What follows belongs to an exercise in optimizing a design on an open flow for small area, a short achievable clock period and few clock cycles per item; a production flow would make more cautious choices. The RTL was checked by simulation tests, not by an equivalence proof against the original design. Power is estimated from default activity; no workload was simulated.

$ cat flow/design.v
`timescale 1ns / 1ps
module time_based_processor(
    input           clk,             
    input           rst_n,           
    input  [7:0]    data_in,         
    input  [2:0]    opcode,          
    input           data_valid,      
    output [15:0]   data_out,        
    output          data_ready,      
    output [3:0]    status_flags     
);
    localparam OP_NOP     = 3'b000;
    localparam OP_ADD     = 3'b001;
    localparam OP_SUB     = 3'b010;
    localparam OP_MUL     = 3'b011;
    localparam OP_SHIFT   = 3'b100;
    localparam OP_FILTER  = 3'b101;
    localparam OP_INVERT  = 3'b110;
    localparam OP_COMPARE = 3'b111;
    reg        wait_b;        
    reg        busy;          
    reg        ready;         
    reg [7:0]  x;             
    reg [2:0]  op;            
    reg [15:0] result;
    reg        flag_ovf;
    reg        flag_zero;
    wire idle = ~(wait_b | busy | ready);
    wire [7:0] b = data_in;
    function [10:0] padd;
        input [9:0] a, b;
        input       ci;
        reg   [9:0] g, p, gg, pp;
        integer i, l;
        begin
            p = a ^ b;
            g = (a & b) | {9'd0, p[0] & ci};
            gg = g;
            pp = p;
            for (l = 0; l < 4; l = l + 1)
                for (i = 9; i >= 0; i = i - 1)
                    if ((i >> l) & 1) begin
                        gg[i] = gg[i] | (pp[i] & gg[((i >> l) << l) - 1]);
                        pp[i] = pp[i] & pp[((i >> l) << l) - 1];
                    end
            padd = {gg[9], p ^ {gg[8:0], ci}};
        end
    endfunction
    wire [9:0]  t0     = {2'b00, result[15:8]};
    wire [9:0]  t1     = {2'b00, x & {8{result[0]}}};
    wire [9:0]  t2     = {1'b0, x & {8{result[1]}}, 1'b0};
    wire [9:0]  cs_s   = t0 ^ t1 ^ t2;
    wire [9:0]  cs_c   = (t0 & t1) | (t0 & t2) | (t1 & t2);
    wire [10:0] msum   = padd(cs_s, {cs_c[8:0], 1'b0}, 1'b0);
    wire [15:0] mstep  = {msum[9:0], result[7:2]};
    wire [10:0] sums = padd({2'b00, x}, {2'b00, b}, 1'b0);
    wire       c   = sums[8];
    wire       eq  = &(x ^ b);             
    wire [2:0] s   = b[2:0];
    wire [2:0] rl  = b[3] ? -s : s;        
    wire [7:0] r1  = rl[0] ? {x[6:0], x[7]} : x;
    wire [7:0] r2  = rl[1] ? {r1[5:0], r1[7:6]} : r1;
    wire [7:0] r3  = rl[2] ? {r2[3:0], r2[7:4]} : r2;
    wire [7:0] keep_l = 8'hFF << s;
    wire [7:0] keep_r = 8'hFF >> s;
    wire [7:0] shifted = r3 & (b[3] ? keep_r : keep_l);
    reg [15:0] alu;
    reg        alu_ovf, alu_zero;
    always @(*) begin
        alu = 16'h0000; alu_ovf = 1'b0; alu_zero = 1'b0;
        case (op)
            OP_ADD:     begin alu[7:0] = sums[7:0]; alu_ovf = c;  alu_zero = ~|(x | b); end
            OP_SUB:     begin alu[7:0] = sums[7:0]; alu_ovf = c;  alu_zero = eq; end
            OP_MUL:     begin alu[7:0] = b; alu_zero = ~|x | ~|b; end
            OP_SHIFT:   alu[7:0] = shifted;
            OP_FILTER:  alu[7:0] = x & b;
            OP_COMPARE: begin alu[1:0] = {c, ~c & ~eq}; alu_zero = eq; end
            default:    alu = 16'h0000;
        endcase
    end
    always @(posedge clk or negedge rst_n) begin
        if (!rst_n) begin
            wait_b <= 1'b0;
            busy   <= 1'b0;
            ready  <= 1'b0;
        end else begin
            if (idle && data_valid) begin
                if (opcode == OP_NOP || opcode == OP_INVERT) ready <= 1'b1;
                else wait_b <= 1'b1;
            end
            if (wait_b && data_valid) begin
                wait_b <= 1'b0;
                if (op == OP_MUL) busy <= 1'b1;
                else ready <= 1'b1;
            end
            if (busy && op[1:0] == 2'b00) begin
                busy  <= 1'b0;
                ready <= 1'b1;
            end
            if (ready && data_valid) ready <= 1'b0;
        end
    end
    always @(posedge clk) begin
        if (idle) begin
            x         <= data_in ^ {8{opcode == OP_SUB || opcode == OP_COMPARE}};
            op        <= opcode;
            result    <= {8'h00, data_in};
            flag_ovf  <= 1'b0;
            flag_zero <= 1'b0;
        end
        if (wait_b) begin
            flag_ovf  <= alu_ovf;
            flag_zero <= alu_zero;
            result    <= alu;
        end
        if (busy) begin
            op     <= op - 3'd1;
            result <= mstep;
        end
    end
    wire   out_inv      = (op == OP_SUB) || (op == OP_INVERT);
    assign data_out     = {result[15:8], result[7:0] ^ {8{out_inv}}};
    assign data_ready   = ready;
    assign status_flags = {flag_ovf, flag_zero, 1'b0, ready};
endmodule
$ cat flow/flow/run.sh
#!/bin/bash
# Standard layout with two changes: plain buf_1 cells as the port buffers,
# and half adders left to abc as plain gates (flow/noha.mk).
bash standard.sh "DESIGN_CONFIG=$PWD/flow/noha.mk" "BUFFER_PORTS_ARGS=-buffer_cell sky130_fd_sc_hd__buf_1" finish > standard.log 2>&1
$ cat flow/flow/noha.mk
# The standard flow's settings, plus the half adders cells marked don't-use so that
# synthesis leaves half adders to abc as plain gates.
include $(FLOW_CONFIG)
export DONT_USE_CELLS += sky130_fd_sc_hd__ha_1 sky130_fd_sc_hd__ha_2 sky130_fd_sc_hd__ha_4
$ cat flow/standard.sh
#!/bin/bash
# synth_recipe.tcl (not shown) runs the flow's synth.tcl, then flattens the netlist and writes it again
# the make line also repeats each setting of config.mk as NAME=value (left out here)
make -C /OpenROAD-flow-scripts/flow DESIGN_CONFIG=/design/flow/config.mk WORK_HOME=/design/flow/orfs CLKGATE_MAP_FILE= SYNTH_SCRIPT=/design/flow/synth_recipe.tcl "${@:-finish}"
$ cat flow/config.mk
export PLATFORM = sky130hd
export DESIGN_NAME = time_based_processor
export DESIGN_NICKNAME = time_based_processor
export VERILOG_FILES = /design/flow/design.v
export SDC_FILE = /design/flow/constraint.sdc
export NUM_CORES = 4
export LEC_CHECK = 0
export ABC_AREA = 1
export CAP_MARGIN = 20
export CORE_MARGIN = 2
export CORE_UTILIZATION = 40
export SETUP_SLACK_MARGIN = 2.5
export SLEW_MARGIN = 20
$ cat flow/constraint.sdc
create_clock -name core_clock -period 5.5 [get_ports {clk}]
set_input_delay 1.1000 -clock core_clock [delete_from_list [all_inputs] [get_ports {clk}]]
set_output_delay 1.1000 -clock core_clock [all_outputs]
set_load 0.01 [all_outputs]
==> results of run 1 <==
[cells in the mapped netlist (2+ instances only)]
library cell / count / share of area, %
a21oi_1: 19 / 2.8
a22oi_1: 10 / 2.2
buf_4: 16 / 3.6
buf_6: 3 / 1.0
clkbuf_1: 2 / 0.22
dfrtp_1: 3 / 2.2
edfxtp_1: 29 / 26
fa_1: 13 / 7.7
inv_1: 72 / 8.0
inv_2: 6 / 0.67
nand2_1: 120 / 13
nand2_2: 4 / 0.74
nand2_4: 3 / 1.0
nand3_1: 44 / 6.6
nand3_2: 3 / 0.89
nand4_1: 4 / 0.74
nor2_1: 30 / 3.3
nor2_2: 7 / 1.3
nor2_4: 2 / 0.67
nor3_1: 5 / 0.74
o211ai_1: 4 / 0.89
o21ai_0: 23 / 3.4
o21ai_1: 4 / 0.60
o22ai_1: 2 / 0.37
or2_2: 2 / 0.37
xnor2_1: 11 / 2.9
xor2_1: 10 / 2.6
[per-stage QoR]
stage	power, mW	utilization (%)	cells	instance area, um2	setup slack, ns
2_1_floorplan	1.53	-	470	3360	2.53
3_3_place_gp	1.81	42.1	585	3450	2.07
3_5_place_dp	1.82	42.1	585	3450	2.02
4_1_cts	2.08	44.0	597	3600	2.52
5_1_grt	2.31	44.8	606	3660	2.47
6_report	2.11	44.8	606	3660	2.66
[timing repair]
action                                  in CTS  in global routing
pin swaps                                    0                  0
endpoints found under the setup margin       6                  3
setup buffers                                4                  9
resized for setup                            5                  4
[layout by cell type, fill, tap and decap left out, types with 2 or more instances in the layout]
| cell type | count |
|---|---|
| nand2_2 | 4 |
| nand4_1 | 4 |
| clkbuf_8 | 5 |
| buf_1 | 29 |
| nand2_4 | 3 |
| nor2_4 | 2 |
| a21oi_1 | 19 |
| xor2_1 | 10 |
| xnor2_1 | 11 |
| nor2_2 | 7 |
| inv_2 | 6 |
| o21ai_1 | 4 |
| or2_2 | 2 |
| o22ai_1 | 2 |
| o21ai_0 | 23 |
| nor2_1 | 30 |
| o211ai_1 | 4 |
| inv_1 | 72 |
| fa_1 | 13 |
| nand3_1 | 44 |
| nor3_1 | 5 |
| nand2_1 | 120 |
| a22oi_1 | 10 |
| nand3_2 | 3 |
| buf_2 | 3 |
| buf_4 | 13 |
| dfrtp_1 | 3 |
| edfxtp_1 | 29 |
[registers in the layout, indices dropped and copies added, names as in the netlist]
name and count:
x 8, flag_zero 1, wait_b 1, op 3
busy 1, flag_ovf 1, result 16, ready 1
[power by group through the flow]
stage	logic [mW]	registers [mW]	clock network, mW
CTS	1.24	0.596	0.239
finish	1.30	0.581	0.234
floorplan	1.01	0.512	0
global placement	1.19	0.610	0
detailed placement	1.20	0.612	0
global route	1.47	0.598	0.246
[worst max-delay path, cell delays in order, from the launching register on]
cell,delay (ns)
edfxtp_1,0.57
nand2_1,0.12
inv_1,0.06
fa_1,0.55
xor2_1,0.20
inv_1,0.09
a21boi_1,0.22
nand2_1,0.07
o21ai_0,0.07
nand2_1,0.09
fa_1,0.44
nand2_1,0.08
inv_1,0.05
[area by class of cell]
type                    instances  area (um2)  area share [%]
repair buffers                 46         229            6.25
clock buffers                   5        68.8            1.88
multi-input cells             336        1950            53.1
well taps                     105         131            3.59
clock inverters                 3        42.5            1.16
flip-flops and latches         32         946            25.8
inverters                      79         299            8.17
[how the worst max path moves through the flow]
stage / startpoint / end / depth (start not counted)
after floorplan: data_in[0] / result[5] / 14
after global placement: data_in[0] / result[5] / 13
after detailed placement: data_in[0] / result[5] / 13
after CTS: x[3] / result[14] / 12
after global routing: result[1] / result[14] / 13
final: x[6] / result[14] / 12
[per-layer routing]
metal	routed length (um)	share of wire [%]	global-route usage, %
met1	4250	45	29.5
met3	583	6.2	3.16
met4	249	2.7	7.74
met5	0	0	0
met2	4300	46	34.5
[cell families after synthesis]
family / after synthesis / share of synthesized area [%]
simple gates: 231 / 31.9
buf+inv: 102 / 14.0
compound gates: 70 / 12.7
flops: 32 / 28.1
xor+xnor: 21 / 5.47
fa+ha+maj: 13 / 7.74
other cells: 1 / 0.112
==> notes.md, run 1 <==
via density per instance=roughly 5.3; # rows=33; Syn Std Cell Area=0.00336 mm2; Overflow after GRT=0; Final Setup Violations=0; Slew @ Worst Pin=0.810 ns; sequential share of power=roughly 28%; drt first pass iters=5; Total GRT Usage=between 20 and 25%; WL/cell=around 15 um; layout cells sized above 1=between 10% and 20%; Crit. End Element=register; Main synth FF type=edfxtp_1; syn avg cell area=just over 7 um2; number of cells on the worst reg-to-reg path=12; Diodes inserted=0; H-tree depth=2; power density cells=577 mW/mm2; final WL=9390 um; Post-synth EDFFs=29; fin crit period=roughly 2.8 ns; CTS Sinks=32; Die H=about 96 um; Final Max Slew Viols=0; vias in the first global route=around 2,900; post-synth cell types=46; Fillers=approximately 880; Pleak=1.74 nW; cell count of the worst hold path=1; Synthesized Nets=497; Initial Utilization=41.1%; Root Driver=clkbuf_8; Setup crit start kind=register; largest net degree at the start of global routing=22; CP Data Required Time=5.55 ns; hold_buf cts=0; CP arrival=between 2 and 3 ns; Peak VDD IR=about 0.34 mV; dpl hpwl=slightly above 7000 um; Hold WC Path Type=register to register; Sw Share=a little over 50%; NetSw=1.07 mW; FMAX=about 0.35 GHz; hold path startpoint=ready; worst r2r dst=result[14]; Fin. Hold Viols=0; vias=approximately 3,200; clock tree buffer depth=2; first-pass GRT wire length=around 15,000 um; Iter 0 DRT Violations=approximately 230; Synth Instances=between 400 and 500; async set or reset register ratio after synthesis=9.38%; IO Port Bufs=33; Clk pwr share=between 10 and 15%; Internal=between 1 and 1.5 mW; register area share after synthesis=approximately 28%; total of warnings raised by yosys=1; CP Max Fanout=7; Sum Neg Setup Slack=0 ns; Nets=~530; DIE AREA=about 0.0092 mm2; reg2reg start=x[6]; Area Growth Syn to Fin=8.93%; I/O pins=35; worst min-delay path endpoint=ready; worst-skew pair later-pin latency=slightly below 0.3 ns; R2R Setup Slk=around 2.7 ns; total CTS buffers=5; combinational power share=61.4%; critical path class=register to register; drt drc=0; RSZ-0062 raised after global routing=true; core area=around 0.0082 mm2; CTS tree=yes; antenna violations before repair=0; Seq cells post-synth=32; maxcap violations=0; Slew headroom=46.0%; Tcrit/Tclk final=about half; skew final=between 0.005 and 0.006 ns; final antenna-violating net count=0; Clock transition at path regs=approximately 0.07 ns; Min Hold Slack=0.591 ns; status=timing/DRC/antenna clean; width of the die=~96 um; global placer's final weighted congestion=roughly 0.95
Testbench counts, summed over its fixed seeds: cycles 15,476, ops 4,800.
==> run 2: changes to the inputs <==
--- a/flow/config.mk
+++ b/flow/config.mk
@@ -10,4 +10,4 @@
 export CORE_MARGIN = 2
 export CORE_UTILIZATION = 40
-export SETUP_SLACK_MARGIN = 2.5
+export SETUP_SLACK_MARGIN = 2.75
 export SLEW_MARGIN = 20
==> run 2 against run 1 <==
Highest routed layer unchanged. Clock power hardly changed. Critical path depth increased by 1. Register-to-register slack better by 0.15 ns. Clock skew increased by 0.0038 ns. Core utilization rose by 1.1 points. Largest cell class unchanged. Via count is 2.2% higher. Sequential power is 3% lower. Hold slack gained 0.011 ns. Routed wire length grew 3.5%. Fmax is 5.4% higher. Global-route usage rose by 0.62 points.
==> notes.md, run 2 <==
status=timing/DRC/antenna clean; fin crit period=2.70 ns (-0.145 ns); worst slack, placed=2.06 ns (+0.0401 ns); Slew @ Worst Pin=0.860 ns (+0.0500 ns); Synth Instances=470 (unchanged); Synthesized Nets=497 (unchanged); total CTS buffers=5 (unchanged); hold_buf cts=0 (unchanged); dpl hpwl=7410 um (+2.1%); Sum Neg Setup Slack=0 ns (unchanged); Nets=532 (+0.95%); synth top area cells=edfxtp_1 26%, nand2_1 13%, inv_1 8.0%; commonest non-fill, non-tap cell in the layout=nand2_1; CP Data Required Time=5.55 ns (about the same); Initial Utilization=41.1% (unchanged); vias in the first global route=3,078 (+4.5%); Min Hold Slack=0.602 ns (+0.0115 ns); Root Driver=clkbuf_8; Slew headroom=42.6% (-3.3 points); power density cells=586 mW/mm2 (+1.7%); utilization after layout=45.9% (+1.1 points); Largest register FFs=16 (unchanged); maxcap violations=0 (unchanged); WL/cell=15.9 um (+2.6%); Pwr Total=2.20 mW (+4.3%); NetSw=1.11 mW (+3.9%); antenna violations before repair=0 (unchanged); Tcrit/Tclk final=49.0% (-2.6 points); layout cells sized above 1=15.2% (+3.6 points); Syn Std Cell Area=0.00336 mm2 (unchanged); largest registers=result (16), x (8), op (3); drt first pass iters=5 (unchanged); CP Max Fanout=4 (-3); CP arrival=2.74 ns (-0.15 ns); final instance area=0.00375 mm2 (+2.5%); area leader, netlist=edfxtp_1; global placer's final weighted congestion=0.952 (-0.22%); Iter 0 DRT Violations=247 (+8.3%); Internal=1.09 mW (+4.7%); critical path class=register to register; final WL=9710 um (+3.5%); Hold WC Path Type=input port to asynchronous set/reset pin; sequential share of power=25.7% (-1.8 points); Setup crit start kind=register; drt drc=0 (unchanged); Post-synth EDFFs=29 (unchanged); Final Max Slew Viols=0 (unchanged); post-synth cell types=46 (unchanged); leading cell type by number of instances after synthesis=nand2_1; FMAX=0.371 GHz (+5.4%); vias=3,271 (+2.2%); Die H=95.7 um (unchanged); Overflow after GRT=0 (unchanged); skew final=0.00911 ns (+0.00376 ns); async set or reset register ratio after synthesis=9.38% (unchanged); H-tree depth=2 (unchanged); Sw Share=50.5% (-0.19 points); final antenna-violating net count=0 (unchanged); total of warnings raised by yosys=1 (unchanged); syn avg cell area=7.15 um2 (unchanged); Largest Register=result; clock tree buffer depth=2 (unchanged); Fin. Hold Viols=0 (unchanged); CTS Sinks=32 (unchanged); IO Port Bufs=33 (unchanged); commonest non-fill, non-tap cells in the layout=115 x nand2_1, 69 x inv_1, 43 x nand3_1; Seq cells post-synth=32 (unchanged); Placed Cells=585 (unchanged); Clk pwr share=10.6% (-0.5 points); DIE AREA=0.00915 mm2 (unchanged); CTS tree=yes; first-pass GRT wire length=15,200 um (+2.3%); Final Setup Violations=0 (unchanged); register area share after synthesis=28.1% (unchanged); Clock transition at path regs=0.07 ns (about the same); I/O pins=35 (unchanged); synth cell count leaders=120 x nand2_1, 72 x inv_1, 44 x nand3_1, 30 x nor2_1, 29 x edfxtp_1; fin cells=611 (+0.83%); combinational power share=63.7% (+2.3 points); Pleak=1.77 nW (+1.7%); width of the die=95.7 um (unchanged); area share of the largest cell type after synthesis=25.9% (unchanged); Peak VDD IR=0.358 mV (+5.6%); largest net degree at the start of global routing=22 (unchanged); Total GRT Usage=22.1% (+0.62 points); Crit. End Element=register; core area=0.00818 mm2 (unchanged); via density per instance=5.35 (+1.3%); DP Area=0.00346 mm2 (+0.44%); Diodes inserted=0 (unchanged); Main synth FF type=edfxtp_1; # rows=33 (unchanged); worst-skew pair later-pin latency=0.29 ns (about the same); setup ws final=2.80 ns (+0.145 ns); RSZ-0062 raised after global routing=true; Area Growth Syn to Fin=11.6%
-- run 2: path summary, 6_finish.rpt --
| path | from | to | slack, ns | cells past startpoint |
|---|---|---|---|---|
| max reg2reg | result[0] | result[14] | 2.80 | 13 |
| max in group asynchronous | rst_n | wait_b | 4.75 | 1 |
| min | rst_n | ready | 0.60 | 1 |
| min in group core_clock | ready | ready | 0.61 | 1 |
| max | result[0] | result[14] | 2.80 | 13 |
| min reg2reg | ready | ready | 0.61 | 1 |
-- run 2: final cells by class --
| type | count | area, um2 |
|---|---|---|
| clock buffers | 5 | 68.8 |
| clock inverters | 3 | 42.5 |
| flip-flops and latches | 32 | 946 |
| well taps | 105 | 131 |
| repair buffers | 51 | 283 |
| multi-input cells | 336 | 1980 |
| inverters | 79 | 299 |
| fillers | 830 | 4420 |
-- run 2: power groups by stage --
stage / clock network (mW) / logic [mW] / registers [mW]
6_report: 0.233 / 1.40 / 0.566
5_1_grt: 0.247 / 1.57 / 0.578
4_1_cts: 0.238 / 1.32 / 0.570
3_5_place_dp: 0 / 1.21 / 0.612
3_3_place_gp: 0 / 1.21 / 0.614
2_1_floorplan: 0 / 1.02 / 0.513
-- run 2: routing by layer --
| metal | global-route usage, % | vias up | routed length (um) |
|---|---|---|---|
| li1 | - | 1574 | - |
| met1 | 28.1 | 1548 | 4120 |
| met2 | 37.1 | 125 | 4620 |
| met3 | 3.56 | 24 | 654 |
| met4 | 9.64 | 0 | 325 |
| met5 | 0 | - | 0 |
-- run 2: logic make-up after synthesis --
logic type	synth area share, %
DFF	28.1
AOI/OAI and AO/OA	12.7
xor gates and xnor gates	5.47
other	0.112
and+or+nand+nor	31.9
adders and majority gates	7.74
buffers and inverters	14.0
-- run 2: critical path, cell delays in order (launching register included) --
cell and delay (ns):
edfxtp_1 0.41, buf_4 0.17, nand2_1 0.06, inv_1 0.04, fa_1 0.52, xor2_1 0.19, inv_1 0.11, a21boi_2 0.19
nand2_1 0.08, o21ai_2 0.06, nand2_1 0.07, fa_1 0.42, nand2_1 0.08, inv_1 0.05
-- run 2: repair_timing --
item	in CTS	in global routing
gates resized for setup	9	16
endpoints found under the hold margin	0	0
setup endpoints to repair	10	4
buffers inserted	9	9
pin swaps	5	7
==> run 3: changes to the inputs <==
--- a/flow/config.mk
+++ b/flow/config.mk
@@ -10,4 +10,4 @@
 export CORE_MARGIN = 2
 export CORE_UTILIZATION = 40
-export SETUP_SLACK_MARGIN = 2.75
+export SETUP_SLACK_MARGIN = 3
 export SLEW_MARGIN = 20
==> run 3 against run 2 <==
Clock-buffer cell count stayed put. Clock power is 16% lower. Non-clock buffer count is 13 higher. Setup slack improved by 0.050 ns. Sequential cell count is the same. Hold slack got worse by 0.017 ns. Total power is 5.6% higher. Combinational power grew 14%. Global-route usage rose by 1.1 points. Cell count grew 2.1%. Clock skew shrank 0.0044 ns.
==> notes.md, run 3 <==
layout cells sized above 1=19.5% (+4.2 points); Root Driver=clkbuf_8; total of warnings raised by yosys=1 (unchanged); H-tree depth=2 (unchanged); vias in the first global route=3,163 (+2.8%); post-synth cell types=46 (unchanged); CTS Sinks=32 (unchanged); worst-path cell chain=buf_6 > nand2_1 > fa_1 > or2_4 > nand2_4 > o21ai_2 > a21boi_2 > nand2_1 > o21ai_1 > nand2_1 > fa_1 > nand2_1 > inv_1; synth cell count leaders=120 x nand2_1, 72 x inv_1, 44 x nand3_1, 30 x nor2_1, 29 x edfxtp_1; reg2reg start=result[0]; power density cells=590 mW/mm2 (+0.60%); async set or reset register ratio after synthesis=9.38% (unchanged); Tcrit/Tclk final=48.1% (-0.92 points); via density per instance=5.33 (-0.47%); Slew headroom=45.1% (+2.5 points); Syn Std Cell Area=0.00336 mm2 (unchanged); Synth Instances=470 (unchanged); clock tree buffer depth=2 (unchanged); final antenna-violating net count=0 (unchanged); Main synth FF type=edfxtp_1; RSZ-0062 raised after global routing=true; Die H=95.7 um (unchanged); maxcap violations=0 (unchanged); Sum Neg Setup Slack=0 ns (unchanged); CTS tree=yes; fin crit period=2.65 ns (-0.0505 ns); commonest non-fill, non-tap cell in the layout=nand2_1; antenna violations before repair=0 (unchanged); WL/cell=16.2 um (+1.9%); register area share after synthesis=28.1% (unchanged); Nets=545 (+2.4%); R2R Setup Slk=2.85 ns (+0.05 ns); IO Port Bufs=33 (unchanged); Total GRT Usage=23.3% (+1.1 points); Crit. End Element=register; skew final=0.00474 ns (-0.00437 ns); number of cells on the worst reg-to-reg path=13 (unchanged); Placed Cells=586 (+0.17%); synth top area cells=edfxtp_1 26%, nand2_1 13%, inv_1 8.0%; area share of the largest cell type after synthesis=25.9% (unchanged); drt first pass iters=5 (unchanged); Final Setup Violations=0 (unchanged); I/O pins=35 (unchanged); final WL=10,100 um (+4.1%); slowest CP cell=fa_1; first-pass GRT wire length=16,000 um (+4.8%); CP arrival=2.71 ns (-0.03 ns); global placer's final weighted congestion=0.950 (-0.20%); Slew @ Worst Pin=0.821 ns (-0.0394 ns); Iter 0 DRT Violations=248 (+0.40%); dpl hpwl=7400 um (about the same); FMAX=0.378 GHz (+1.9%); Fin. Hold Viols=0 (unchanged); Peak VDD IR=0.362 mV (+1.1%); Largest Register=result; Pleak=1.87 nW (+5.6%); Setup crit start kind=register; width of the die=95.7 um (unchanged); largest net degree at the start of global routing=22 (unchanged); CP Data Required Time=5.57 ns (+0.02 ns); fin cells=624 (+2.1%); core area=0.00818 mm2 (unchanged); largest registers=result (16), x (8), op (3); Fillers=859 (+3.5%); Clock transition at path regs=0.08 ns (about the same); Initial Utilization=41.1% (unchanged); utilization after layout=48.2% (+2.3 points); cell count of the worst hold path=1; status=timing/DRC/antenna clean; Post-synth EDFFs=29 (unchanged); commonest non-fill, non-tap cells in the layout=113 x nand2_1, 66 x inv_1, 43 x nand3_1; Final Max Slew Viols=0 (unchanged); Synthesized Nets=497 (unchanged); Setup crit start=result[0]; drt drc=0 (unchanged); vias=3,325 (+1.7%); Seq cells post-synth=32 (unchanged); syn avg cell area=7.15 um2 (unchanged); # rows=33 (unchanged); hold_buf cts=0 (unchanged); worst min-delay path endpoint=ready; Largest register FFs=16 (unchanged); Hold WC Path Type=register to register; Crit path largest cell delay=0.43 ns (-0.09 ns); leading cell type by number of instances after synthesis=nand2_1; critical path class=register to register; worst r2r dst=result[14]; worst-skew pair later-pin latency=0.30 ns (about the same); total CTS buffers=5 (unchanged); CP Max Fanout=5 (+1); worst slack, placed=2.10 ns (+0.0437 ns); setup ws final=2.85 ns (+0.0505 ns); hold path startpoint=ready; Overflow after GRT=0 (unchanged); Crit path top cell by count=nand2_1; DIE AREA=0.00915 mm2 (unchanged); Diodes inserted=0 (unchanged); area leader, netlist=edfxtp_1; Area Growth Syn to Fin=17.2%
[run 3: cell counts after synthesis]
No cell type changed its count.
[run 3: timing repair]
item	in CTS	in global routing
resized for setup	25	19
buffers inserted	25	4
pin swaps	8	13
setup endpoints to repair	15	21
cloned	0	1
[run 3: through the flow]
step                cell area (um2)  total power, mW  hold slack (ns)
global route                   3940             2.52            0.605
floorplan                      3410             1.55            0.572
CTS                            3820             2.26            0.587
global placement               3480             1.83            0.586
detailed placement             3480             1.84            0.575
finish                         3940             2.32            0.585
[run 3: worst max-delay path, delay by kind of cell, from the launching register on]
family | cells | cell delay (ns)
buffers and inverters | 2 | 0.19
flip-flops | 1 | 0.41
AO/OA/AOI/OAI | 3 | 0.29
AND/OR/NAND/NOR | 6 | 0.66
adder cells (fa/ha/maj) | 2 | 0.86
[run 3: logic make-up (layout without fill, tap and decap cells)]
group                      Yosys count  in the layout  synth area share (%)
buffers and inverters              102            151                  14.0
DFF                                 32             32                  28.1
adders and majority gates           13             13                  7.74
and+or+nand+nor                    231            231                  31.9
other                                1              1                 0.112
AOI/OAI and AO/OA                   70             70                  12.7
xor gates and xnor gates            21             21                  5.47
[run 3: how the worst max path moves through the flow]
stage | end | slack (ns) | cells after the start
after floorplan | result[4] | 2.65 | 14
after global routing | result[14] | 2.72 | 13
after CTS | result[14] | 2.89 | 12
after detailed placement | result[4] | 2.10 | 13
final | result[14] | 2.85 | 13
after global placement | result[4] | 2.14 | 13
[run 3: final cells by class]
class                      instances  area, um2  area share [%]
tap                              105        131            3.33
clock inverter                     3       18.8           0.476
timing repair buffer              64        423            10.7
inverter                          79        305            7.75
multi-input combinational        336       2050            52.0
clock buffer                       5       68.8            1.75
sequential                        32        946            24.0
[run 3: metal layers]
| metal | part of all wire, % | up-vias | global-route usage, % |
|---|---|---|---|
| met1 | 45 | 1567 | 32.7 |
| met3 | 6.6 | 25 | 3.48 |
| li1 | - | 1603 | - |
| met2 | 45 | 130 | 36.5 |
| met4 | 2.8 | 0 | 8.10 |
| met5 | 0 | - | 0 |
[run 3: power breakdown]
| part | switching (mW) | leakage [nW] | total, mW | internal [mW] |
|---|---|---|---|---|
| Sequential | 0.104 | 0.337 | 0.540 | 0.436 |
| Clock | 0.107 | 0.0479 | 0.195 | 0.0884 |
| Combinational | 0.961 | 1.49 | 1.59 | 0.628 |
| Total | 1.17 | 1.87 | 2.32 | 1.15 |
==> run 4: changes to the inputs <==
==> flow/flow/run.sh (replaced) <==
#!/bin/bash
# Standard layout with two changes: plain buf_1 cells as the port buffers,
# and half and full adders left to abc as plain gates (flow/noha.mk).
bash standard.sh "DESIGN_CONFIG=$PWD/flow/noha.mk" "BUFFER_PORTS_ARGS=-buffer_cell sky130_fd_sc_hd__buf_1" finish > standard.log 2>&1
==> flow/flow/noha.mk (replaced) <==
# The standard flow's settings, plus the half and full adders cells marked don't-use so that
# synthesis leaves half and full adders to abc as plain gates.
include $(FLOW_CONFIG)
export DONT_USE_CELLS += sky130_fd_sc_hd__ha_1 sky130_fd_sc_hd__ha_2 sky130_fd_sc_hd__ha_4 sky130_fd_sc_hd__fa_1 sky130_fd_sc_hd__fa_2 sky130_fd_sc_hd__fa_4
--- a/flow/config.mk
+++ b/flow/config.mk
@@ -10,4 +10,4 @@
 export CORE_MARGIN = 2
 export CORE_UTILIZATION = 40
-export SETUP_SLACK_MARGIN = 3
+export SETUP_SLACK_MARGIN = 2.5
 export SLEW_MARGIN = 20
==> run 4 against run 3 <==
Global-route usage fell by 1.5 points. Routed wire length fell by 4.7%. Synthesized cell count rose by 14%. Hold slack barely moved. Non-clock buffer count fell by 31. Largest power group unchanged.
==> notes.md, run 4 <==
core area=0.00826 mm2 (+1.0%); critical path class=input port to register; RSZ-0062 raised after global routing=false; CP Data Required Time=5.55 ns (-0.02 ns); final antenna-violating net count=0 (unchanged); Post-synth EDFFs=29 (unchanged); Peak VDD IR=0.288 mV (-21%); total of warnings raised by yosys=1 (unchanged); Area Growth Syn to Fin=4.83%; register area share after synthesis=27.7% (-0.47 points); NetSw=1.22 mW (+3.9%); dpl hpwl=7580 um (+2.3%); Iter 0 DRT Violations=352 (+42%); slowest CP cell=o211ai_1; largest registers=result (16), x (8), op (3); postcts setup bufs=0 (-100%); global placer's final weighted congestion=0.980 (+3.1%); CP bufs+invs=3 (+1); worst-path cell chain=buf_1 > inv_1 > a21oi_2 > nand2_1 > o21ai_2 > inv_2 > o211ai_1 > nand3_1 > nand2_1 > nand2_1; # rows=33 (unchanged); Clock transition at path regs=0.07 ns (about the same); Setup crit start kind=input port; synth top area cells=edfxtp_1 25%, nand2_1 18%, inv_1 8.0%; Sw Share=55.9% (+5.5 points); power density cells=608 mW/mm2 (+3.0%); combinational power share=61.4% (-7.0 points); Slew headroom=33.1% (-12 points); FMAX=0.360 GHz (-4.8%); drt first pass iters=6 (+1); Fin. Hold Viols=0 (unchanged); async set or reset register ratio after synthesis=9.38% (unchanged); CTS tree=yes; Slew @ Worst Pin=0.997 ns (+0.177 ns); first-pass GRT wire length=15,400 um (-3.5%); largest net degree at the start of global routing=20 (-9.1%); WL/cell=14.6 um (-9.6%); DIE AREA=0.00930 mm2 (+1.6%); CP arrival=2.83 ns (+0.12 ns); drt drc=0 (unchanged); vias in the first global route=3,102 (-1.9%); Initial Utilization=41.4% (+0.29 points); area leader, netlist=edfxtp_1; leading cell type by number of instances after synthesis=nand2_1; synth cell count leaders=166 x nand2_1, 73 x inv_1, 46 x nor2_1, 41 x nand3_1, 29 x edfxtp_1; Seq cells post-synth=32 (unchanged); Hold WC Path Type=register to register; Crit path max-delay family=buffers and inverters; via density per instance=5.22 (-2.1%); antenna violations before repair=0 (unchanged); Largest register FFs=16 (unchanged); Largest Register=result; Crit path top cell by count=nand2_1; Die H=96.5 um (+0.82%); Total GRT Usage=21.8% (-1.5 points); sequential share of power=30.3% (+7.1 points); total CTS buffers=5 (unchanged); Clk pwr share=8.4% (about the same); Synthesized Nets=550 (+11%); Pleak=1.74 nW (-7.2%); status=timing/DRC/antenna clean; vias=3,433 (+3.2%); width of the die=96.5 um (+0.82%); maxcap violations=0 (unchanged); worst-skew pair later-pin latency=0.29 ns (about the same); Syn Std Cell Area=0.00342 mm2 (+1.7%); hold path startpoint=wait_b; reg2reg start=busy; clock tree buffer depth=2 (unchanged); hold_buf cts=0 (unchanged); Final Setup Violations=0 (unchanged); final WL=9630 um (-4.7%); area share of the largest cell type after synthesis=25.5% (-0.44 points); H-tree depth=2 (unchanged); Tcrit/Tclk final=50.5% (+2.4 points); post-synth cell types=44 (-4.3%); Crit path largest cell delay=0.35 ns (-0.08 ns); syn avg cell area=6.38 um2 (-11%); Final Max Slew Viols=0 (unchanged); Root Driver=clkbuf_8; Main synth FF type=edfxtp_1; Synth Instances=536 (+14%); fin crit period=2.78 ns (+0.133 ns); CP Max Fanout=10 (+5); Overflow after GRT=0 (unchanged); commonest non-fill, non-tap cell in the layout=nand2_1; CTS Sinks=32 (unchanged); commonest non-fill, non-tap cells in the layout=165 x nand2_1, 73 x inv_1, 46 x nor2_1, 41 x nand3_1, 32 x buf_1; utilization after layout=43.4% (-4.8 points); Setup crit start=data_in[3]; Crit. End Element=register; Diodes inserted=0 (unchanged); Internal=0.961 mW (-17%); IO Port Bufs=33 (unchanged); layout cells sized above 1=8.68% (-11 points); I/O pins=35 (unchanged); Nets=566 (+3.9%); Sum Neg Setup Slack=0 ns (unchanged); skew final=0.00732 ns (+0.00258 ns)
==> run 4: routing by layer <==
layer | global-route usage (%) | routed length [um] | vias to the layer above
met5 | 0 | 0 | -
met1 | 29.7 | 4450 | 1531
met2 | 36.2 | 4350 | 128
met3 | 3.88 | 722 | 15
met4 | 4.46 | 111 | 0
li1 | - | - | 1759
==> run 4: path summary, 6_finish.rpt <==
kind                        endpoint  slack, ns  cells past startpoint
setup / recovery           result[7]       2.72                     10
hold / removal                wait_b       0.59                      2
setup reg to reg               op[2]       2.92                      5
hold reg to reg               wait_b       0.59                      2
max in group asynchronous       busy       4.75                      1
min in group asynchronous     wait_b       0.60                      1
==> run 4: tightest hold or removal path, cell delays in order (launching register included) <==
cell,delay (ns)
dfrtp_1,0.41
nand2_1,0.07
o31ai_1,0.06
==> run 4: cell type report <==
type,count,area [um2]
Timing Repair Buffer,33,125
Inverter,84,315
Tap cell,105,131
Clock inverter,3,13.8
Sequential cell,32,946
Multi-Input combinational cell,396,1980
Clock buffer,5,68.8
Fill cell,875,4670
==> run 4: kinds of logic after synthesis <==
| family | Yosys count | synth area share [%] |
|---|---|---|
| xor+xnor | 19 | 5.09 |
| buf+inv | 108 | 14.4 |
| flops | 32 | 27.7 |
| other cells | 1 | 0.110 |
| simple gates | 288 | 37.3 |
| compound gates | 88 | 15.4 |
==> run 4: power groups by stage <==
stage / Combinational, mW / Sequential [mW] / Clock (mW)
after global routing: 1.52 / 0.680 / 0.191
after global placement: 1.32 / 0.660 / 0
after CTS: 1.34 / 0.658 / 0.183
final: 1.34 / 0.660 / 0.182
after floorplan: 1.14 / 0.539 / 0
after detailed placement: 1.33 / 0.662 / 0
==> run 4: stage by stage <==
step	hold WS, ns	instances	total power, mW	worst slack [ns]	cell area [um2]
3_3_place_gp	0.541	650	1.98	2.18	3500
4_1_cts	0.580	658	2.18	2.63	3580
2_1_floorplan	0.513	536	1.68	3.04	3420
5_1_grt	0.609	658	2.39	2.53	3580
3_5_place_dp	0.557	650	1.99	2.20	3500
6_report	0.585	658	2.18	2.72	3580
==> run 4: what timing repair did <==
| action | in CTS | in global routing |
|---|---|---|
| endpoints found under the hold margin | 0 | 0 |
| setup endpoints to repair | 1 | 1 |
| cloned | 0 | 0 |
| gates resized for setup | 1 | 1 |
==> run 5: changes to the inputs <==
==> flow/flow/run.sh (replaced) <==
#!/bin/bash
# Standard layout with these changes: plain buf_1 cells as the port buffers,
# and half and full adders left to abc as plain gates (flow/noha.mk).
bash standard.sh "DESIGN_CONFIG=$PWD/flow/noha.mk" "BUFFER_PORTS_ARGS=-buffer_cell sky130_fd_sc_hd__buf_1"  finish > standard.log 2>&1
--- a/flow/config.mk
+++ b/flow/config.mk
@@ -10,4 +10,4 @@
 export CORE_MARGIN = 2
 export CORE_UTILIZATION = 40
-export SETUP_SLACK_MARGIN = 2.5
+export SETUP_SLACK_MARGIN = 3.5
 export SLEW_MARGIN = 20
==> run 5 against run 4 <==
Still clean. Non-clock buffer count grew 47. Combinational power rose by 51%. Core utilization is 14 points higher. Hold slack gained 0.010 ns. Sequential power decreased by 4.4%. Clock skew increased by 0.0065 ns. Critical path type is now register to output pin. Critical endpoint is now data_out[2]. Largest cell class unchanged.
==> notes.md, run 5 <==
Seq cells post-synth=32 (unchanged); CP Max Fanout=5 (-5); worst slack, placed=2.20 ns (-0.00366 ns); Multi-input gate area=0.00253 mm2 (+28%); Tcrit/Tclk final=43.5% (-7.1 points); Hold WC Path Type=register to register; Crit. End Element=output pin; core area=0.00826 mm2 (unchanged); CP Data Required Time=4.40 ns (-1.15 ns); via density per instance=5.35 (+2.5%); Clock transition at path regs=0.08 ns (about the same); I/O pins=35 (unchanged); # rows=33 (unchanged); CTS tree=yes; leading cell type by number of instances after synthesis=nand2_1; Fillers=781 (-11%); WL/cell=15.6 um (+6.8%); Pleak=2.21 nW (+27%); Sum Neg Setup Slack=0 ns (unchanged); H-tree depth=2 (unchanged); register area share after synthesis=27.7% (unchanged); Die H=96.5 um (unchanged); vias in the first global route=3,425 (+10%); Post-synth EDFFs=29 (unchanged); Largest Register=result; Initial Utilization=41.4% (unchanged); Nets=614 (+8.5%); Final Max Slew Viols=0 (unchanged); Area Growth Syn to Fin=37.9%; Fin. Hold Viols=0 (unchanged); width of the die=96.5 um (unchanged); Clk pwr share=8.8% (+0.4 points); Main synth FF type=edfxtp_1; worst-skew pair later-pin latency=0.29 ns (about the same); commonest non-fill, non-tap cells in the layout=124 x nand2_1, 59 x inv_1, 41 x nand2_2, 37 x buf_4, 31 x nor2_1; IO Port Bufs=33 (unchanged); antenna violations before repair=0 (unchanged); Synthesized Nets=550 (unchanged); Overflow after GRT=0 (unchanged); Peak VDD IR=0.205 mV (-29%); first-pass GRT wire length=16,900 um (+9.4%); drt first pass iters=5 (-1); Internal=1.42 mW (+48%); final WL=11,000 um (+15%); Syn Std Cell Area=0.00342 mm2 (unchanged); clock tree buffer depth=2 (unchanged); DIE AREA=0.00930 mm2 (unchanged); skew final=0.0138 ns (+0.00647 ns); total CTS buffers=5 (unchanged); commonest non-fill, non-tap cell in the layout=nand2_1; critical path class=register to output pin; final instance area=0.00472 mm2 (+32%); async set or reset register ratio after synthesis=9.38% (unchanged); FMAX=0.418 GHz (+16%); power density cells=617 mW/mm2 (+1.6%); syn avg cell area=6.38 um2 (unchanged); CTS Sinks=32 (unchanged); Largest register FFs=16 (unchanged); vias=3,775 (+10%); Total GRT Usage=24.0% (+2.2 points); Setup crit start kind=register; largest net degree at the start of global routing=18 (-10%); largest registers=result (16), x (8), op (3); maxcap violations=0 (unchanged); sequential share of power=21.7% (-8.6 points); Placed Cells=650 (unchanged); drt drc=0 (unchanged); FF/Latch Area=948 um2 (+0.26%); DP Area=0.00367 mm2 (+4.8%); Iter 0 DRT Violations=209 (-41%); NetSw=1.49 mW (+22%); final antenna-violating net count=0 (unchanged); Final Setup Violations=0 (unchanged); RSZ-0062 raised after global routing=true; status=timing/DRC/antenna clean; fin crit period=2.39 ns (-0.388 ns); Slew headroom=39.7% (+6.6 points); synth top area cells=edfxtp_1 25%, nand2_1 18%, inv_1 8.0%; combinational power share=69.6% (+8.2 points); Root Driver=clkbuf_8; dpl hpwl=7860 um (+3.7%); Sw Share=51.2% (-4.7 points); Synth Instances=536 (unchanged); synth cell count leaders=166 x nand2_1, 73 x inv_1, 46 x nor2_1, 41 x nand3_1, 29 x edfxtp_1; Diodes inserted=0 (unchanged); Slew @ Worst Pin=0.899 ns (-0.0988 ns); CP arrival=1.29 ns (-1.54 ns); setup ws final=3.11 ns (+0.388 ns); layout cells sized above 1=36.9% (+28 points); area leader, netlist=edfxtp_1; area share of the largest cell type after synthesis=25.5% (unchanged); fin cells=706 (+7.3%); global placer's final weighted congestion=0.937 (-4.3%); post-synth cell types=44 (unchanged); hold_buf cts=0 (unchanged); total of warnings raised by yosys=1 (unchanged)
[run 5: final timing paths]
path	to	slack, ns	cells past startpoint	from
min in group asynchronous	ready	0.61	1	rst_n
max in group asynchronous	busy	4.71	1	rst_n
setup reg to reg	result[1]	3.21	10	op[1]
setup / recovery	data_out[2]	3.11	4	op[0]
hold / removal	ready	0.60	2	ready
hold reg to reg	ready	0.60	2	ready
[run 5: area by class of cell]
cell class	instances	share of cell area [%]
clock buffers	7	2.04
clock inverters	1	0.637
inverters	84	7.19
multi-input cells	397	53.8
flip-flops and latches	32	20.1
well taps	105	2.79
repair buffers	80	13.5
[run 5: worst max-delay path: stages (launching register included)]
cell      delay (ns)
edfxtp_1        0.44
inv_4           0.14
nand2_8         0.11
xnor2_2         0.15
buf_2           0.15
[run 5: cell families after synthesis]
logic type | share of synthesized area, %
simple gates | 37.3
compound gates | 15.4
xor+xnor | 5.09
other cells | 0.110
buf+inv | 14.4
flops | 27.7
[run 5: per-stage QoR]
stage,total power [mW],hold WS (ns),util [%]
after floorplan,1.80,0.513,-
after global placement,2.10,0.541,44.4
after detailed placement,2.10,0.564,44.4
after CTS,2.69,0.561,53.5
after global routing,3.15,0.610,57.1
final,2.91,0.596,57.1
[run 5: power groups by stage]
stage	Combinational, mW	Clock, mW	Sequential [mW]
global route	2.24	0.269	0.642
CTS	1.79	0.255	0.648
detailed placement	1.42	0	0.686
finish	2.03	0.255	0.631
global placement	1.42	0	0.683
floorplan	1.24	0	0.560
[run 5: routing by layer]
metal	GRT usage (%)	wire (um)	up-vias
met5	0	0	-
met4	8.22	323	0
met3	2.40	639	23
met2	42.1	5380	146
met1	30.7	4700	1744
li1	-	-	1862
[run 5: timing repair]
item | 4_1_cts | 5_1_grt
gates resized for setup | 105 | 61
pin swaps | 36 | 29
setup buffers | 34 | 12
gates cloned | 2 | 0
setup endpoints to repair | 62 | 38
==> run 6: changes to the inputs <==
--- a/flow/config.mk
+++ b/flow/config.mk
@@ -10,4 +10,4 @@
 export CORE_MARGIN = 2
 export CORE_UTILIZATION = 40
-export SETUP_SLACK_MARGIN = 3.5
+export SETUP_SLACK_MARGIN = 3
 export SLEW_MARGIN = 20
==> run 6 against run 5 <==
Synthesized area did not move. Synthesized cell count did not move. Non-clock buffer count fell by 40. Critical endpoint is now data_out[5]. Sequential cell count did not move. Die area did not move. Sequential share of layout area rose by 4.6 points. First-iteration DRC count rose by 44%. Setup slack got worse by 0.097 ns. Routed wire length fell by 8.5%. Via count fell by 7.4%. Total power fell by 20%.
==> notes.md, run 6 <==
status=timing/DRC/antenna clean; CTS Sinks=32 (unchanged); post-synth cell types=44 (unchanged); Fin. Hold Viols=0 (unchanged); Pwr Total=2.33 mW (-20%); drt drc=0 (unchanged); maxcap violations=0 (unchanged); DIE AREA=0.00930 mm2 (unchanged); Setup crit start kind=register; IO Port Bufs=33 (unchanged); Post-synth EDFFs=29 (unchanged); commonest non-fill, non-tap cells in the layout=161 x nand2_1, 70 x inv_1, 41 x nor2_1, 40 x nand3_1, 29 x edfxtp_1; area share of the largest cell type after synthesis=25.5% (unchanged); register area share after synthesis=27.7% (unchanged); H-tree depth=2 (unchanged); Initial Utilization=41.4% (unchanged); fin cells=666 (-5.7%); synth cell count leaders=166 x nand2_1, 73 x inv_1, 46 x nor2_1, 41 x nand3_1, 29 x edfxtp_1; total CTS buffers=5 (unchanged); RSZ-0062 raised after global routing=true; FMAX=0.402 GHz (-3.9%); Nets=574 (-6.5%); core area=0.00826 mm2 (unchanged); worst-skew pair later-pin latency=0.29 ns (about the same); antenna violations before repair=0 (unchanged); drt first pass iters=5 (unchanged); Tcrit/Tclk final=45.3% (+1.8 points); Synthesized Nets=550 (unchanged); critical path class=register to output pin; total of warnings raised by yosys=1 (unchanged); I/O pins=35 (unchanged); final WL=10,100 um (-8.5%); async set or reset register ratio after synthesis=9.38% (unchanged); CP arrival=1.39 ns (+0.10 ns); setup ws final=3.01 ns (-0.0974 ns); Total GRT Usage=21.9% (-2.1 points); layout cells sized above 1=15.9% (-21 points); CTS tree=yes; Die H=96.5 um (unchanged); Largest register FFs=16 (unchanged); CP Max Fanout=5 (unchanged); hold_buf cts=0 (unchanged); Synth Instances=536 (unchanged); leading cell type by number of instances after synthesis=nand2_1; first-pass GRT wire length=15,500 um (-8.1%); area leader, netlist=edfxtp_1; global placer's final weighted congestion=0.980 (+4.5%); vias in the first global route=3,100 (-9.5%); Final Max Slew Viols=0 (unchanged); Slew headroom=29.4% (-10 points); Area Growth Syn to Fin=12.0%; number of cells on the worst reg-to-reg path=5 (-5); Diodes inserted=0 (unchanged); Peak VDD IR=0.304 mV (+48%); # rows=33 (unchanged); Largest Register=result; largest net degree at the start of global routing=20 (+2); Hold WC Path Type=input port to asynchronous set/reset pin; Iter 0 DRT Violations=302 (+44%); CP Data Required Time=4.40 ns (about the same); synth top area cells=edfxtp_1 25%, nand2_1 18%, inv_1 8.0%; vias=3,495 (-7.4%); worst slack, placed=2.20 ns (+0.00366 ns); Overflow after GRT=0 (unchanged); largest registers=result (16), x (8), op (3); syn avg cell area=6.38 um2 (unchanged); Placed Cells=650 (unchanged); power density cells=609 mW/mm2 (-1.3%); dpl hpwl=7580 um (-3.6%); Syn Std Cell Area=0.00342 mm2 (unchanged); Main synth FF type=edfxtp_1; commonest non-fill, non-tap cell in the layout=nand2_1; Seq cells post-synth=32 (unchanged); Fillers=865 (+11%); Final Setup Violations=0 (unchanged); clock tree buffer depth=2 (unchanged); fin crit period=2.49 ns (+0.0974 ns); Crit. End Element=output pin; via density per instance=5.25 (-1.9%); skew final=0.00336 ns (-0.0104 ns); width of the die=96.5 um (unchanged); Clock transition at path regs=0.07 ns (about the same); Pleak=1.88 nW (-15%); WL/cell=15.2 um (-3.0%); Root Driver=clkbuf_8; final antenna-violating net count=0 (unchanged); Sum Neg Setup Slack=0 ns (unchanged); Slew @ Worst Pin=1.05 ns (+0.154 ns)
run 6: changes by cell type in the layout (fill, tap and decap cells not counted), sizes merged:
| cell | delta |
|---|---|
| bufinv | -1 |
| clkinv | +3 |
| buf | -43 |
| bufbuf | -1 |
| clkbuf | +2 |
run 6: cells by family after synthesis:
logic type | share of synthesized area (%)
flip-flops | 27.7
AND/OR/NAND/NOR | 37.3
AO/OA/AOI/OAI | 15.4
other | 0.110
XOR/XNOR | 5.09
buffers and inverters | 14.4
run 6: critical path, cell delays in order, from the launching register on:
cell and delay, ns:
edfxtp_1 0.54, nand2_4 0.20, xnor2_2 0.18, buf_1 0.17
run 6: what timing repair did:
action / in CTS / in global routing
pin swaps: 1 / 9
resized for setup: 8 / 45
cloned: 0 / 1
buffers inserted: 2 / 5
endpoints found under the setup margin: 24 / 20
run 6: layout make-up:
type                       count  area [um2]  area share, %
timing repair buffer          40         218           5.68
multi-input combinational    397        2130           55.5
sequential                    32         946           24.7
clock buffer                   5        68.8           1.80
tap                          105         131           3.43
inverter                      84         327           8.52
clock inverter                 3        13.8          0.359
run 6: routing by layer:
layer / global-route usage, % / part of all wire (%) / up-vias
li1: - / - / 1785
met1: 29.8 / 46 / 1575
met2: 36.8 / 46 / 122
met3: 3.57 / 7.1 / 13
met4: 4.46 / 1.3 / 0
met5: 0 / 0 / -
run 6: worst paths after layout:
| path | startpoint | slack [ns] | end |
|---|---|---|---|
| worst max-delay path | op[1] | 3.01 | data_out[5] |
| worst min-delay path | rst_n | 0.60 | wait_b |
| worst max register to register | op[1] | 3.19 | result[2] |
| worst min register to register | ready | 0.61 | ready |
| max in group asynchronous | rst_n | 4.76 | busy |
| min in group core_clock | ready | 0.61 | ready |
run 6: stage by stage:
step                hold WS (ns)  cell area, um2  util (%)
floorplan                  0.513            3420         -
global placement           0.541            3500      42.4
detailed placement         0.557            3500      42.4
CTS                        0.580            3610      43.8
global route               0.609            3830      46.4
finish                     0.596            3830      46.4
run 6: power breakdown:
group	total, mW	leakage (nW)	internal [mW]	switching [mW]
logic	1.50	1.50	0.516	0.986
clock network	0.183	0.0453	0.0859	0.0970
registers	0.650	0.335	0.446	0.203
==> run 7: changes to the inputs <==
--- a/flow/config.mk
+++ b/flow/config.mk
@@ -9,5 +9,5 @@
 export CAP_MARGIN = 20
 export CORE_MARGIN = 2
-export CORE_UTILIZATION = 40
+export CORE_UTILIZATION = 70
 export SETUP_SLACK_MARGIN = 3
 export SLEW_MARGIN = 20
==> run 7 against run 6 <==
Sequential cell count unchanged. Non-clock buffer count decreased by 3. Critical path depth increased by 8. Via count increased by 5.8%. First-iteration DRC count increased by 120%. Clock power increased by 24%. Critical endpoint is now result[7]. Largest cell class unchanged.
==> notes.md, run 7 <==
core area=0.00472 mm2 (-43%); Crit path largest cell delay=0.29 ns (-0.25 ns); Iter 0 DRT Violations=658 (+120%); drt drc=0 (unchanged); Final Setup Violations=0 (unchanged); Tcrit/Tclk final=45.3% (about the same); drt first pass iters=7 (+2); first-pass GRT wire length=15,700 um (+1.2%); area share of the largest cell type after synthesis=25.5% (unchanged); via density per instance=5.93 (+13%); Peak VDD IR=0.505 mV (+66%); DIE AREA=0.00546 mm2 (-41%); synth top area cells=edfxtp_1 25%, nand2_1 18%, inv_1 8.0%; Min Hold Slack=0.586 ns (-0.00996 ns); Crit path max-delay family=simple AND/OR/NAND/NOR gates; skew final=0.00989 ns (+0.00653 ns); Synthesized Nets=550 (unchanged); Clock transition at path regs=0.06 ns (about the same); hold_buf cts=0 (unchanged); final antenna-violating net count=0 (unchanged); Multi-input gate area=0.00204 mm2 (-4.1%); FF/Latch Area=946 um2 (unchanged); vias in the first global route=3,389 (+9.3%); Diodes inserted=0 (unchanged); H-tree depth=2 (unchanged); I/O pins=35 (unchanged); post-synth cell types=44 (unchanged); async set or reset register ratio after synthesis=9.38% (unchanged); utilization after layout=77.6% (+31 points); CP Max Fanout=19 (+14); global placer's final weighted congestion=1.00 (+2.1%); width of the die=73.9 um (-23%); synth cell count leaders=166 x nand2_1, 73 x inv_1, 46 x nor2_1, 41 x nand3_1, 29 x edfxtp_1; Largest register FFs=16 (unchanged); layer with the highest usage=met2; WL/cell=15.9 um (+4.8%); Total GRT Usage=37.8% (+16 points); CP bufs+invs=3 (+2); Final Max Slew Viols=0 (unchanged); area leader, netlist=edfxtp_1; Slew @ Worst Pin=0.915 ns (-0.138 ns); GR Util met1=49.1% (+19 points); Pleak=1.80 nW (-4.3%); dpl hpwl=7440 um (-1.7%); Sum Neg Setup Slack=0 ns (unchanged); total CTS buffers=5 (unchanged); maxcap violations=0 (unchanged); setup ws final=3.01 ns (-0.00104 ns); worst slack, placed=2.20 ns (+0.00430 ns); register area share after synthesis=27.7% (unchanged); antenna violations before repair=0 (unchanged); Synth Instances=536 (unchanged); Area Growth Syn to Fin=7.21%; clock tree buffer depth=2 (unchanged); worst-path cell chain=buf_6 > nor2_2 > inv_2 > nand3_1 > nand2_4 > inv_4 > o21ai_0 > o211ai_1 > nand3_1 > nand2_1 > nand2_1; # rows=25 (-24%); vias=3,699 (+5.8%); Seq cells post-synth=32 (unchanged); Main synth FF type=edfxtp_1; Fin. Hold Viols=0 (unchanged); CTS tree=yes; layout cells sized above 1=11.8% (-4.0 points); leading cell type by number of instances after synthesis=nand2_1; Die H=73.9 um (-23%); commonest non-fill, non-tap cells in the layout=162 x nand2_1, 71 x inv_1, 42 x nor2_1, 41 x nand3_1; Overflow after GRT=0 (unchanged); Fillers=356 (-59%); met2 Use GR=61.9% (+25 points); CP arrival=2.54 ns (+1.15 ns); CTS Sinks=32 (unchanged); commonest non-fill, non-tap cell in the layout=nand2_1; critical path class=input port to register; status=timing/DRC/antenna clean; power density cells=634 mW/mm2 (+4.1%); worst-skew pair later-pin latency=0.30 ns (about the same); fin crit period=2.49 ns (+0.00104 ns); final WL=9910 um (-1.8%); IO Port Bufs=33 (unchanged); RSZ-0062 raised after global routing=true; CP Data Required Time=5.55 ns (+1.15 ns); FMAX=0.402 GHz (about the same); Pwr Total=2.32 mW (-0.43%); Initial Utilization=72.4% (+31 points); slowest CP cell=o211ai_1; largest registers=result (16), x (8), op (3); Root Driver=clkbuf_8; Nets=570 (-0.70%); Slew headroom=38.7% (+9.2 points); Setup crit start kind=input port; Crit. End Element=register; GR Util met3=7.96% (+4.4 points); Largest Register=result; largest net degree at the start of global routing=20 (unchanged); total of warnings raised by yosys=1 (unchanged); syn avg cell area=6.38 um2 (unchanged); Post-synth EDFFs=29 (unchanged); Hold WC Path Type=input port to asynchronous set/reset pin; Syn Std Cell Area=0.00342 mm2 (unchanged)
## run 7: cell counts after synthesis
No cell type changed its count.
## run 7: worst paths after layout
check,from,endpoint,slack (ns),cells past startpoint
min,rst_n,busy,0.59,1
max in group asynchronous,rst_n,wait_b,4.76,1
min reg2reg,ready,ready,0.59,1
max,data_in[0],result[7],3.01,11
max reg2reg,busy,op[2],3.26,5
min in group core_clock,ready,ready,0.59,1
## run 7: final cells by class
cell class | count | area share (%)
multi-input cells | 396 | 55.6
flip-flops and latches | 32 | 25.8
inverters | 84 | 8.74
repair buffers | 37 | 4.64
well taps | 67 | 2.29
clock buffers | 5 | 1.88
clock inverters | 3 | 1.02
## run 7: cell families (layout without fill, tap and decap cells)
kind of cell	Yosys count	in the layout	synth area share, %
buf+inv	108	129	14.4
compound gates	88	88	15.4
xor+xnor	19	19	5.09
flops	32	32	27.7
other cells	1	1	0.110
simple gates	288	288	37.3
## run 7: repair_timing
action | CTS | global route
endpoints found under the setup margin | 17 | 14
setup buffers | 3 | 1
resized for setup | 13 | 14
pin swaps | 1 | 3
## run 7: layer usage
layer,vias up,share of wire (%),wire length (um)
met2,266,47,4680
li1,1763,-,-
met5,-,0,0
met4,0,3.2,313
met3,35,12,1170
met1,1635,38,3750
## run 7: power breakdown
group | switching (mW) | leakage (nW) | internal [mW] | total [mW]
sequential | 0.193 | 0.335 | 0.446 | 0.639
clock | 0.0956 | 0.0532 | 0.132 | 0.227
combinational | 0.998 | 1.41 | 0.459 | 1.46
total | 1.29 | 1.80 | 1.04 | 2.32
## run 7: per-stage QoR
stage,cells,cell area [um2]
after CTS,623,3620
final,624,3670
after floorplan,536,3420
after global routing,624,3670
after global placement,612,3450
after detailed placement,612,3450
==> run 8: changes to the inputs <==
--- a/flow/config.mk
+++ b/flow/config.mk
@@ -9,5 +9,5 @@
 export CAP_MARGIN = 20
 export CORE_MARGIN = 2
-export CORE_UTILIZATION = 70
+export CORE_UTILIZATION = 50
 export SETUP_SLACK_MARGIN = 3
 export SLEW_MARGIN = 20
==> run 8 against run 7 <==
Still clean on timing, DRC and antenna. First-iteration DRC count shrank 57%. Non-clock buffer count decreased by 1. Sequential cell count is the same. Via count fell by 5.2%. Combinational power fell by 3%. Design area grew 0.55%. Global-route usage decreased by 11 points.
==> notes.md, run 8 <==
Placed Cells=625 (+2.1%); Final Max Slew Viols=0 (unchanged); worst-skew pair later-pin latency=0.29 ns (about the same); width of the die=86.7 um (+17%); Clk pwr share=10.0% (+0.2 points); Setup crit start kind=register; leading cell type by number of instances after synthesis=nand2_1; layout cells sized above 1=12.7% (+0.90 points); Diodes inserted=0 (unchanged); total CTS buffers=5 (unchanged); largest registers=result (16), x (8), op (3); critical path class=register to output pin; Synthesized Nets=550 (unchanged); Clock transition at path regs=0.08 ns (+0.02 ns); Tcrit/Tclk final=44.5% (-0.75 points); Largest register FFs=16 (unchanged); hold path startpoint=ready; post-synth cell types=44 (unchanged); Area Growth Syn to Fin=7.79%; sequential share of power=27.9% (+0.4 points); Syn Std Cell Area=0.00342 mm2 (unchanged); IO Port Bufs=33 (unchanged); worst r2r dst=op[1]; drt first pass iters=5 (-2); total of warnings raised by yosys=1 (unchanged); antenna violations before repair=0 (unchanged); worst slack, placed=2.34 ns (+0.132 ns); Hold WC Path Type=register to register; Overflow after GRT=0 (unchanged); via density per instance=5.50 (-7.2%); Synth Instances=536 (unchanged); Nets=570 (unchanged); area leader, netlist=edfxtp_1; global placer's final weighted congestion=0.929 (-7.1%); register area share after synthesis=27.7% (unchanged); Total GRT Usage=26.5% (-11 points); Multi-input gate area=0.00205 mm2 (+0.37%); skew final=0.00814 ns (-0.00175 ns); CTS tree=yes; DR WL met2=4730 um (+1.0%); Top Layer Used=met4; Sum Neg Setup Slack=0 ns (unchanged); fin cells=637 (+2.1%); WL met3=533 um (-54%); vias=3,505 (-5.2%); final antenna-violating net count=0 (unchanged); Root Driver=clkbuf_8; drt drc=0 (unchanged); Initial Utilization=50.9% (-22 points); vias in the first global route=3,107 (-8.3%); Fin. Hold Viols=0 (unchanged); Crit. End Element=output pin; hold_buf cts=0 (unchanged); cell count of the worst hold path=1; CTS Sinks=32 (unchanged); reg2reg start=busy; combinational power share=62.1% (-0.6 points); clock tree buffer depth=2 (unchanged); DIE AREA=0.00752 mm2 (+38%); worst min-delay path endpoint=ready; I/O pins=35 (unchanged); utilization after layout=54.9% (-23 points); WL/cell=15.3 um (-3.6%); RSZ-0062 raised after global routing=true; number of cells on the worst reg-to-reg path=5 (unchanged); Main synth FF type=edfxtp_1; Peak VDD IR=0.320 mV (-37%); FMAX=0.408 GHz (+1.7%); R2R Setup Slk=3.16 ns (-0.10 ns); synth top area cells=edfxtp_1 25%, nand2_1 18%, inv_1 8.0%; H-tree depth=2 (unchanged); Die H=86.7 um (+17%); Slew @ Worst Pin=0.851 ns (-0.0640 ns); Pleak=1.80 nW (about the same); Pwr Total=2.28 mW (-1.7%); first-pass GRT wire length=15,300 um (-2.3%); Post-synth EDFFs=29 (unchanged); final WL=9760 um (-1.6%); status=timing/DRC/antenna clean; Slew headroom=42.9% (+4.3 points); # rows=30 (+20%); DP Area=0.00347 mm2 (+0.47%); CP Max Fanout=6 (-13); fin crit period=2.45 ns (-0.0414 ns); area share of the largest cell type after synthesis=25.5% (unchanged); setup ws final=3.05 ns (+0.0414 ns); Largest Register=result; Fillers=699 (+96%); Final Setup Violations=0 (unchanged); final instance area=0.00369 mm2 (+0.55%); CP arrival=1.35 ns (-1.19 ns); dpl hpwl=7500 um (+0.75%); commonest non-fill, non-tap cells in the layout=162 x nand2_1, 71 x inv_1, 41 x nor2_1, 40 x nand3_1, 29 x edfxtp_1; Seq cells post-synth=32 (unchanged); syn avg cell area=6.38 um2 (unchanged); power density cells=620 mW/mm2 (-2.3%); async set or reset register ratio after synthesis=9.38% (unchanged); commonest non-fill, non-tap cell in the layout=nand2_1; Internal=1.04 mW (-0.13%); Iter 0 DRT Violations=286 (-57%); CP Data Required Time=4.40 ns (-1.15 ns); largest net degree at the start of global routing=20 (unchanged); maxcap violations=0 (unchanged); M1 WL=4200 um (+12%); Min Hold Slack=0.574 ns (-0.0115 ns); core area=0.00672 mm2 (+42%); NetSw=1.25 mW (-3.0%); FF/Latch Area=946 um2 (unchanged); synth cell count leaders=166 x nand2_1, 73 x inv_1, 46 x nor2_1, 41 x nand3_1, 29 x edfxtp_1; Sw Share=54.6% (-0.73 points)
[run 8: worst max path at each step]
stage | to | depth (start not counted) | slack [ns] | start
floorplan | result[7] | 15 | 3.04 | data_in[1]
global placement | result[3] | 12 | 2.33 | data_in[0]
detailed placement | result[7] | 12 | 2.34 | data_in[0]
CTS | result[7] | 11 | 3.01 | data_in[3]
global route | result[6] | 15 | 2.99 | data_in[1]
finish | data_out[4] | 3 | 3.05 | op[1]
[run 8: kinds of logic after synthesis]
| kind of cell | count (synthesis) | share of synthesized area (%) |
|---|---|---|
| AOI/OAI and AO/OA | 88 | 15.4 |
| xor gates and xnor gates | 19 | 5.09 |
| buffers and inverters | 108 | 14.4 |
| DFF | 32 | 27.7 |
| other | 1 | 0.110 |
| and+or+nand+nor | 288 | 37.3 |
[run 8: layout make-up]
class | instances | share of cell area [%]
Timing Repair Buffer | 36 | 4.48
Clock inverter | 2 | 0.950
Multi-Input combinational cell | 397 | 55.5
Tap cell | 80 | 2.72
Inverter | 84 | 8.69
Clock buffer | 6 | 1.97
Sequential cell | 32 | 25.7
[run 8: critical path: stages, from the launching register on]
cell and delay (ns):
edfxtp_1 0.52, nand2_2 0.20, xnor2_1 0.17, buf_1 0.17
[run 8: layer usage]
layer	vias to the layer above	GRT usage, %
met5	-	0
met4	0	8.81
met3	32	2.48
met2	123	46.2
met1	1589	34.5
li1	1761	-
[run 8: power groups by stage]
stage / Combinational [mW] / Clock (mW) / Sequential [mW]
floorplan: 1.14 / 0 / 0.539
global placement: 1.31 / 0 / 0.657
detailed placement: 1.32 / 0 / 0.658
CTS: 1.38 / 0.231 / 0.627
global route: 1.59 / 0.239 / 0.648
finish: 1.42 / 0.229 / 0.637
[run 8: timing repair]
item | CTS | global route
resized for setup | 9 | 23
endpoints found under the hold margin | 0 | 0
setup endpoints to repair | 23 | 11
gates cloned | 0 | 1
setup buffers | 2 | 1
pin swaps | 0 | 5

## static timing again, ports no longer ideal
Ports are ideal in the flow. The routed layouts listed here were re-timed in OpenROAD. Step 1, drivers: a clkbuf_16 drives clk and a buf_2 each remaining input, both assumed. Step 2 also shifts input and output timing later by t, the mid clock arrival at the registers, as if the neighbouring blocks saw the same clock. Slacks: ideal / step 1 / step 2; pairs: ideal / step 1.
| run | t (ns) | setup WS [ns] | hold slack, ns | clock arrival spread, ns | cell pins on the clock port's net |
|---|---|---|---|---|---|
| run 1 | 0.317 | 2.657 / 2.657 / 2.388 | 0.591 / 0.591 / 0.591 | 0.006 / 0.005 | 1 |
| run 2 | 0.315 | 2.803 / 2.803 / 2.546 | 0.602 / 0.596 / 0.607 | 0.009 / 0.009 | 1 |
| run 3 | 0.322 | 2.853 / 2.853 / 2.592 | 0.585 / 0.585 / 0.585 | 0.004 / 0.005 | 1 |
| run 4 | 0.316 | 2.720 / 2.725 / 2.409 | 0.585 / 0.585 / 0.585 | 0.007 / 0.007 | 1 |
| run 5 | 0.315 | 3.108 / 3.076 / 2.768 | 0.596 / 0.596 / 0.596 | 0.014 / 0.013 | 1 |
| run 6 | 0.320 | 3.010 / 2.984 / 2.698 | 0.596 / 0.591 / 0.607 | 0.004 / 0.003 | 1 |
| run 7 | 0.322 | 3.009 / 2.994 / 2.682 | 0.586 / 0.586 / 0.586 | 0.010 / 0.010 | 1 |
| run 8 | 0.316 | 3.051 / 3.020 / 2.776 | 0.574 / 0.574 / 0.574 | 0.008 / 0.008 | 1 |
After both steps every run listed still meets setup and hold. The setup slack of run 5, which loses most, moves by -0.032 ns with the drivers and by -0.340 ns with both steps.
